This design comes from an exercise in tuning for small area on the open sky130 flow, not from production work.
In this exercise RTL edits were held to simulation tests only and were not proved equivalent to the original.
The clock input has no modelled driver; a real chip could not lean on it and would need a root buffer or a full tree.
Power and IR drop assume default switching activity.

Setup of maple:
Design main, start of the top module:
module main(
    input CLOCK,
    input rst,
    input [15:0] sw,
    input btnC, btnU, btnD, btnR, btnL,
    output [3:0] an,
    output [6:0] seg,
    output dp,
    output [15:0] led
    );
Size in the first run: about 410 cells after synthesis, about 51 I/O pins, ~4000 sq um of cells after synthesis.
==> module main, before the edit <==
module main(
    input CLOCK,
    input rst,
    input [15:0] sw,
    input btnC, btnU, btnD, btnR, btnL,
    output [3:0] an,
    output [6:0] seg,
    output dp,
    output [15:0] led
    );
    assign dp = 1;
    reg [12:0] v;
    wire [12:0] vn = v + 1'b1;
    wire ft = &v[2:0];    
    wire bt = &v[4:0];    
    wire mt = &v[8:0];    
    wire st = &v[11:0];   
    wire xt = &v[12:0];   
    always @(posedge CLOCK)
        v <= rst ? 13'h1fff : vn;
    reg [4:0] q0, q1;
    always @(posedge CLOCK) begin
        if (rst) q0 <= 5'b0;
        else if (bt) q0 <= {btnL, btnR, btnD, btnU, btnC};
        if (bt) q1 <= q0;
    end
    wire [4:0] pul = q0 & ~q1;
    wire pC = pul[0], pU = pul[1], pD = pul[2], pR = pul[3], pL = pul[4];
    wire E = (sw == 16'h001f);
    reg seen;
    always @(posedge CLOCK)
        seen <= rst ? 1'b0 : (seen | E);
    wire a_done = E | seen;
    reg p;
    reg [1:0] l;
    wire LOA = ~(p & (l == 2'd0));
    reg [3:0] cnt;
    reg quar, rq;
    wire inc = st & (LOA ? quar : a_done);
    wire c15 = (cnt == 4'd15);
    wire dtick = LOA & (p ? ft : xt);
    always @(posedge CLOCK) begin
        if (rst) begin
            p <= 1'b1;
            l <= 2'd0;
        end else if (inc & c15 & ~LOA) begin
            p <= 1'b0;
        end else if (dtick) begin
            p <= p | (l == 2'd3);
            l <= (l == 2'd3) ? 2'd1 : l + 1'b1;
        end
    end
    always @(posedge CLOCK) begin
        if (rst) cnt <= 4'd0;
        else if (inc) cnt <= cnt + 1'b1;
        if (rst) quar <= 1'b0;
        else if (bt) quar <= ~rq & (quar | (LOA & pC));
        if (rst) rq <= 1'b0;
        else if (st) rq <= quar & (c15 | rq);
    end
    reg [1:0] ptr, j;
    reg t;
    always @(posedge CLOCK) begin
        if (rst) ptr <= 2'd0;
        else if (bt) begin
            if (rq) ptr <= 2'd0;
            else if (pR && ptr != 2'd0) ptr <= ptr - 1'b1;
            else if (pL && ptr != 2'd3) ptr <= ptr + 1'b1;
        end
        if (rst) t <= 1'b0;
        else if (mt) t <= ~(t & (ptr == j));
        if (mt) j <= ptr;
    end
    wire m = t & (ptr == j);
    localparam [3:0] C0 = 4'd2;
    localparam [3:0] C1 = 4'd3;
    localparam [3:0] C2 = 4'd4;
    localparam [3:0] C3 = 4'd5;
    localparam [3:0] C4 = 4'd6;
    localparam [3:0] C5 = 4'd7;
    localparam [3:0] C6 = 4'd8;
    localparam [3:0] C7 = 4'd9;
    localparam [3:0] C8 = 4'd10;
    localparam [3:0] C9 = 4'd11;
    localparam [3:0] CB = 4'd0;
    localparam [3:0] CE = 4'd1;
    function [3:0] up(input [3:0] c);
        reg [15:0] oh;
        begin
            oh = 16'd1 << c;
            up[0] = |(oh & 16'h0555);
            up[1] = |(oh & 16'h0666);
            up[2] = |(oh & 16'h0078);
            up[3] = |(oh & 16'h0780);
        end
    endfunction
    function [3:0] dn(input [3:0] c);
        reg [15:0] oh;
        begin
            oh = 16'd1 << c;
            dn[0] = |(oh & 16'h0551);
            dn[1] = |(oh & 16'h099b);
            dn[2] = |(oh & 16'h01e0);
            dn[3] = |(oh & 16'h0e01);
        end
    endfunction
    function [3:0] letter(input [1:0] k);
        case (k)
        2'd0: letter = 4'd12;
        2'd1: letter = 4'd13;
        2'd2: letter = 4'd14;
        2'd3: letter = 4'd15;
        endcase
    endfunction
    reg [15:0] ch, sq, sn;
    wire [3:0] csel = ch[4*ptr +: 4];
    wire [3:0] cup = up(csel), cdn = dn(csel);
    wire pud = pU | pD;
    wire [3:0] nsel = pU ? cup : cdn;
    genvar i;
    generate for (i = 0; i < 4; i = i + 1) begin : dg
        wire [3:0] c = ch[4*i +: 4];
        wire sel = (ptr == i);
        wire ce = (c == CE);
        always @(posedge CLOCK) begin
            if (rst | (bt & rq)) ch[4*i +: 4] <= CB;
            else if (bt & (ce | (sel & pud))) ch[4*i +: 4] <= (sel & pud) ? nsel : C0;
            if (bt & ~rq & ~ce)
                sq[4*i +: 4] <= (sel & m) ? CE : c;
            if (bt) sn[4*i +: 4] <= sq[4*i +: 4];
        end
    end endgenerate
    wire pass = (sq[15:12] == C9) & (sq[11:8] == C2) &
                (sq[7:4] == C8) & (sq[3:0] == C6);
    reg quartz, alldone;
    always @(posedge CLOCK) begin
        if (rst) begin
            quartz <= 1'b0;
            alldone <= 1'b0;
        end else if (bt) begin
            quartz <= quartz | (pass & pC);
            alldone <= alldone | quartz;
        end
    end
    reg [3:0] disp;
    wire [1:0] k = vn[4:3];
    wire [3:0] lk = letter(k);
    always @(posedge CLOCK)
        if (ft) disp <= alldone ? lk : sn[4*k +: 4];
    wire [15:0] dsel = 16'd1 << disp;
    wire [6:0] seg_e;
    assign seg_e[0] = |(dsel & 16'he04a);
    assign seg_e[1] = |(dsel & 16'h6183);
    assign seg_e[2] = |(dsel & 16'he013);
    assign seg_e[3] = |(dsel & 16'h724a);
    assign seg_e[4] = |(dsel & 16'h8aeb);
    assign seg_e[5] = |(dsel & 16'h223b);
    assign seg_e[6] = |(dsel & 16'hc20e);
    wire [3:0] an_e = ~(4'b0001 << v[4:3]);
    reg [3:0] an_d;
    reg [6:0] seg_d;
    always @(*) begin
        case (l)
        2'd0: begin an_d = 4'b0000; seg_d = 7'b1110110; end
        2'd1: begin an_d = 4'b1011; seg_d = 7'b1000111; end
        2'd2: begin an_d = 4'b1101; seg_d = 7'b1000000; end
        default: begin an_d = 4'b1110; seg_d = 7'b0001000; end
        endcase
    end
    wire showE = alldone | (LOA & (cnt != 4'd0));
    assign an = showE ? an_e : (a_done ? an_d : 4'hf);
    assign seg = showE ? seg_e : (a_done ? seg_d : 7'h7f);
    genvar b;
    generate for (b = 0; b < 16; b = b + 1) begin : lg
        assign led[b] = ~alldone & (cnt != 4'd0) & ({1'b0, cnt} <= 5'd15 - b);
    end endgenerate
endmodule
export LEC_CHECK = 0
export CAP_MARGIN = 20
export CORE_MARGIN = 2
export CORE_UTILIZATION = 40
export PLACE_DENSITY = 0.6
export SLEW_MARGIN = 20
create_clock -name core_clock -period 10.0 [get_ports {CLOCK}]
standard.sh (not shown) runs the stock make flow with config.mk's settings and CLKGATE_MAP_FILE= SYNTH_SCRIPT=/design/flow/synth_recipe.tcl, a recipe that flattens the netlist after the stock synthesis.
==> flow/flow/run.sh <==
#!/bin/bash
# Own layout flow: the standard synthesis, then the combinational logic
# between the (unchanged) registers is re-mapped by ABC for area, then the
# standard ORFS layout with port buffers of the smallest buffer and a small
# clock tree. Each tool's output goes to a log_*.txt file in the work folder.
set -euo pipefail
W=$(pwd)
F=$W/flow
R=$W/orfs/results/$FLOW_PLATFORM/main/base
LIB=$FLOW_HOME/platforms/$FLOW_PLATFORM/lib/sky130_fd_sc_hd__tt_025C_1v80.lib

# 1. standard synthesis
bash standard.sh synth > $W/log_synth.txt 2>&1
cp $R/1_2_yosys.v $W/std_synth.v

# 2. re-map the combinational logic
DU=$(make -s -C $FLOW_HOME DESIGN_CONFIG=$W/config.mk print-DONT_USE_CELLS 2>/dev/null | sed 's/^DONT_USE_CELLS: //')
DARGS=""
for c in $DU; do DARGS="$DARGS -dont_use $c"; done
FFS=$(grep -oE "sky130_fd_sc_hd__[a-z]*df[a-z]*_[0-9]+" $W/std_synth.v | sort -u | tr '\n' ' ')
cat > $W/resynth.ys <<EOS
read_liberty -ignore_miss_func $LIB
read_verilog $W/std_synth.v
hierarchy -top $FLOW_TOP
setattr -mod -set keep_hierarchy 1 $FFS
flatten
opt -purge
abc -liberty $LIB $DARGS -script $F/area.abc
opt -purge
splitnets
opt_clean -purge
hilomap -singleton -hicell sky130_fd_sc_hd__conb_1 HI -locell sky130_fd_sc_hd__conb_1 LO
insbuf -buf sky130_fd_sc_hd__buf_1 A X
opt_clean -purge
select $FLOW_TOP
write_verilog -noattr -noexpr -nohex -nodec -selected $W/resynth.v
select -clear
tee -o $W/resynth_stat.txt stat -liberty $LIB
EOS
# deepsyn is a randomised search: run it with four seeds, keep the smallest
for S in 1 2 3 7; do
  sed -e "s/@SEED@/$S/" $F/area.abc > $W/area_$S.abc
  sed -e "s#$F/area.abc#$W/area_$S.abc#; s#$W/resynth.v#$W/resynth_$S.v#; s#$W/resynth_stat.txt#$W/resynth_stat_$S.txt#" $W/resynth.ys > $W/resynth_$S.ys
  yosys -l $W/log_resynth_$S.txt -s $W/resynth_$S.ys > /dev/null 2>&1 &
done
wait
best=""; besta=""
for S in 1 2 3 7; do
  a=$(grep "Chip area for top module" $W/resynth_stat_$S.txt | grep -oE "[0-9.]+$" || true)
  echo "seed $S area $a" >> $W/log_resynth_pick.txt
  if [[ -n "$a" ]] && { [[ -z "$besta" ]] || awk "BEGIN{exit !($a < $besta)}"; }; then best=$S; besta=$a; fi
done
echo "picked seed $best area $besta" >> $W/log_resynth_pick.txt
cp $W/resynth_$best.v $W/resynth.v
cp $W/resynth.v $R/1_2_yosys.v
rm -f $R/1_synth.odb $R/1_synth.sdc

# 3. layout
export BUFFER_PORTS_ARGS="-buffer_cell sky130_fd_sc_hd__buf_1"
bash standard.sh place > $W/log_place.txt 2>&1
# own clock tree in place of ORFS's CTS step
R=$R OUTDIR=$R LIB=$LIB CLKPORT=CLOCK CLK_K=4 CLK_SLEW_TARGET=0.105 \
  CLKBUFS="sky130_fd_sc_hd__buf_8 sky130_fd_sc_hd__buf_12 sky130_fd_sc_hd__buf_16" \
  openroad -no_init -exit $F/cts.tcl > $W/log_cts.txt 2>&1
bash standard.sh finish > $W/log_layout.txt 2>&1
Other scripts of this flow, unchanged in this note and not shown: flow/flow/area.abc, flow/flow/cts.tcl
maple: all stages complete, timing, DRC and antenna checks passed
The inputs of pine differ from those of maple as listed below.
-- flow/design.v --
<<< maple, line 114
        endcase
    endfunction
    reg [15:0] ch, sq, sn;
    wire [3:0] csel = ch[4*ptr +: 4];
    wire [3:0] cup = up(csel), cdn = dn(csel);
    wire pud = pU | pD;
    wire [3:0] nsel = pU ? cup : cdn;
    genvar i;
    generate for (i = 0; i < 4; i = i + 1) begin : dg
        wire [3:0] c = ch[4*i +: 4];
        wire sel = (ptr == i);
        wire ce = (c == CE);
        always @(posedge CLOCK) begin
            if (rst | (bt & rq)) ch[4*i +: 4] <= CB;
            else if (bt & (ce | (sel & pud))) ch[4*i +: 4] <= (sel & pud) ? nsel : C0;
            if (bt & ~rq & ~ce)
                sq[4*i +: 4] <= (sel & m) ? CE : c;
            if (bt) sn[4*i +: 4] <= sq[4*i +: 4];
        end
>>> pine, line 114
        endcase
    endfunction
    reg [15:0] chd, sn;
    reg pdU, pdD, pdRq, pdM;
    reg [1:0] pdPtr;
    always @(posedge CLOCK) begin
        if (rst) begin
            pdU <= 1'b0;
            pdD <= 1'b0;
            pdRq <= 1'b0;
            pdM <= 1'b0;
        end else if (bt) begin
            pdU <= pU;
            pdD <= pD;
            pdRq <= rq;
            pdM <= m;
        end
        if (bt) pdPtr <= ptr;
    end
    wire [3:0] csel = chd[4*pdPtr +: 4];
    wire [3:0] cup = up(csel), cdn = dn(csel);
    wire pud = pdU | pdD;
    wire [3:0] nsel = pdU ? cup : cdn;
    wire [15:0] sq;
    genvar i;
    generate for (i = 0; i < 4; i = i + 1) begin : dg
        wire [3:0] c = chd[4*i +: 4];
        wire sel = (pdPtr == i);
        wire ce = (c == CE);
        assign sq[4*i +: 4] = (pdRq | ce) ? sn[4*i +: 4] : ((sel & pdM) ? CE : c);
        always @(posedge CLOCK) begin
            if (rst | (bt & pdRq)) chd[4*i +: 4] <= CB;
            else if (bt & (ce | (sel & pud))) chd[4*i +: 4] <= (sel & pud) ? nsel : C0;
            if (bt) sn[4*i +: 4] <= sq[4*i +: 4];
        end
==> summary.txt <==
pine gives more net switching power than maple did.
pine has more setup slack than maple.
pine vs maple — internal cell power dropped by a few percent
maple → pine: clock power down about 7%, estimated wirelength of the detail-placed design up 1.4%.
Compared with maple, pine shows final non-filler cell area that has gone down by a few percent.
After detailed routing, maple needs less wire than pine.
pine reports its leading cell type in the layout, fill and taps excluded as dfxtp_1 while maple reports nor2_1.
No run of this note takes its clock network from TritonCTS; it comes from the design's own scripts or RTL.

what the ideal ports hide:
How much do the figures lean on ideal ports? The routed layouts below were timed once more, with nothing changed but the port constraints.
Step 1 assumes that a clkbuf_16 drives the clock port and a buf_2 every other input.
Step 2 adds t to the input delays and takes it off the output delays; t is the mean of the earliest and latest rising clock arrival at the registers after step 1. Input paths then give back, and output paths get back, about the clock's delay inside the block.
Slacks: no drivers / after step 1 / after step 2; pairs: no drivers / after step 1.
run | shift t [ns] | setup WS [ns] | worst setup path after step 2 | worst data-port slew with drivers (ns)
maple | 0.207 | 4.197 / 4.176 / 4.176 | input to output | 0.03
pine | 0.204 | 4.453 / 4.429 / 4.429 | input to output | 0.03
After both steps every run listed still meets setup and hold. The setup slack of pine, which loses most, moves by -0.024 ns with the drivers and by -0.024 ns with both steps.
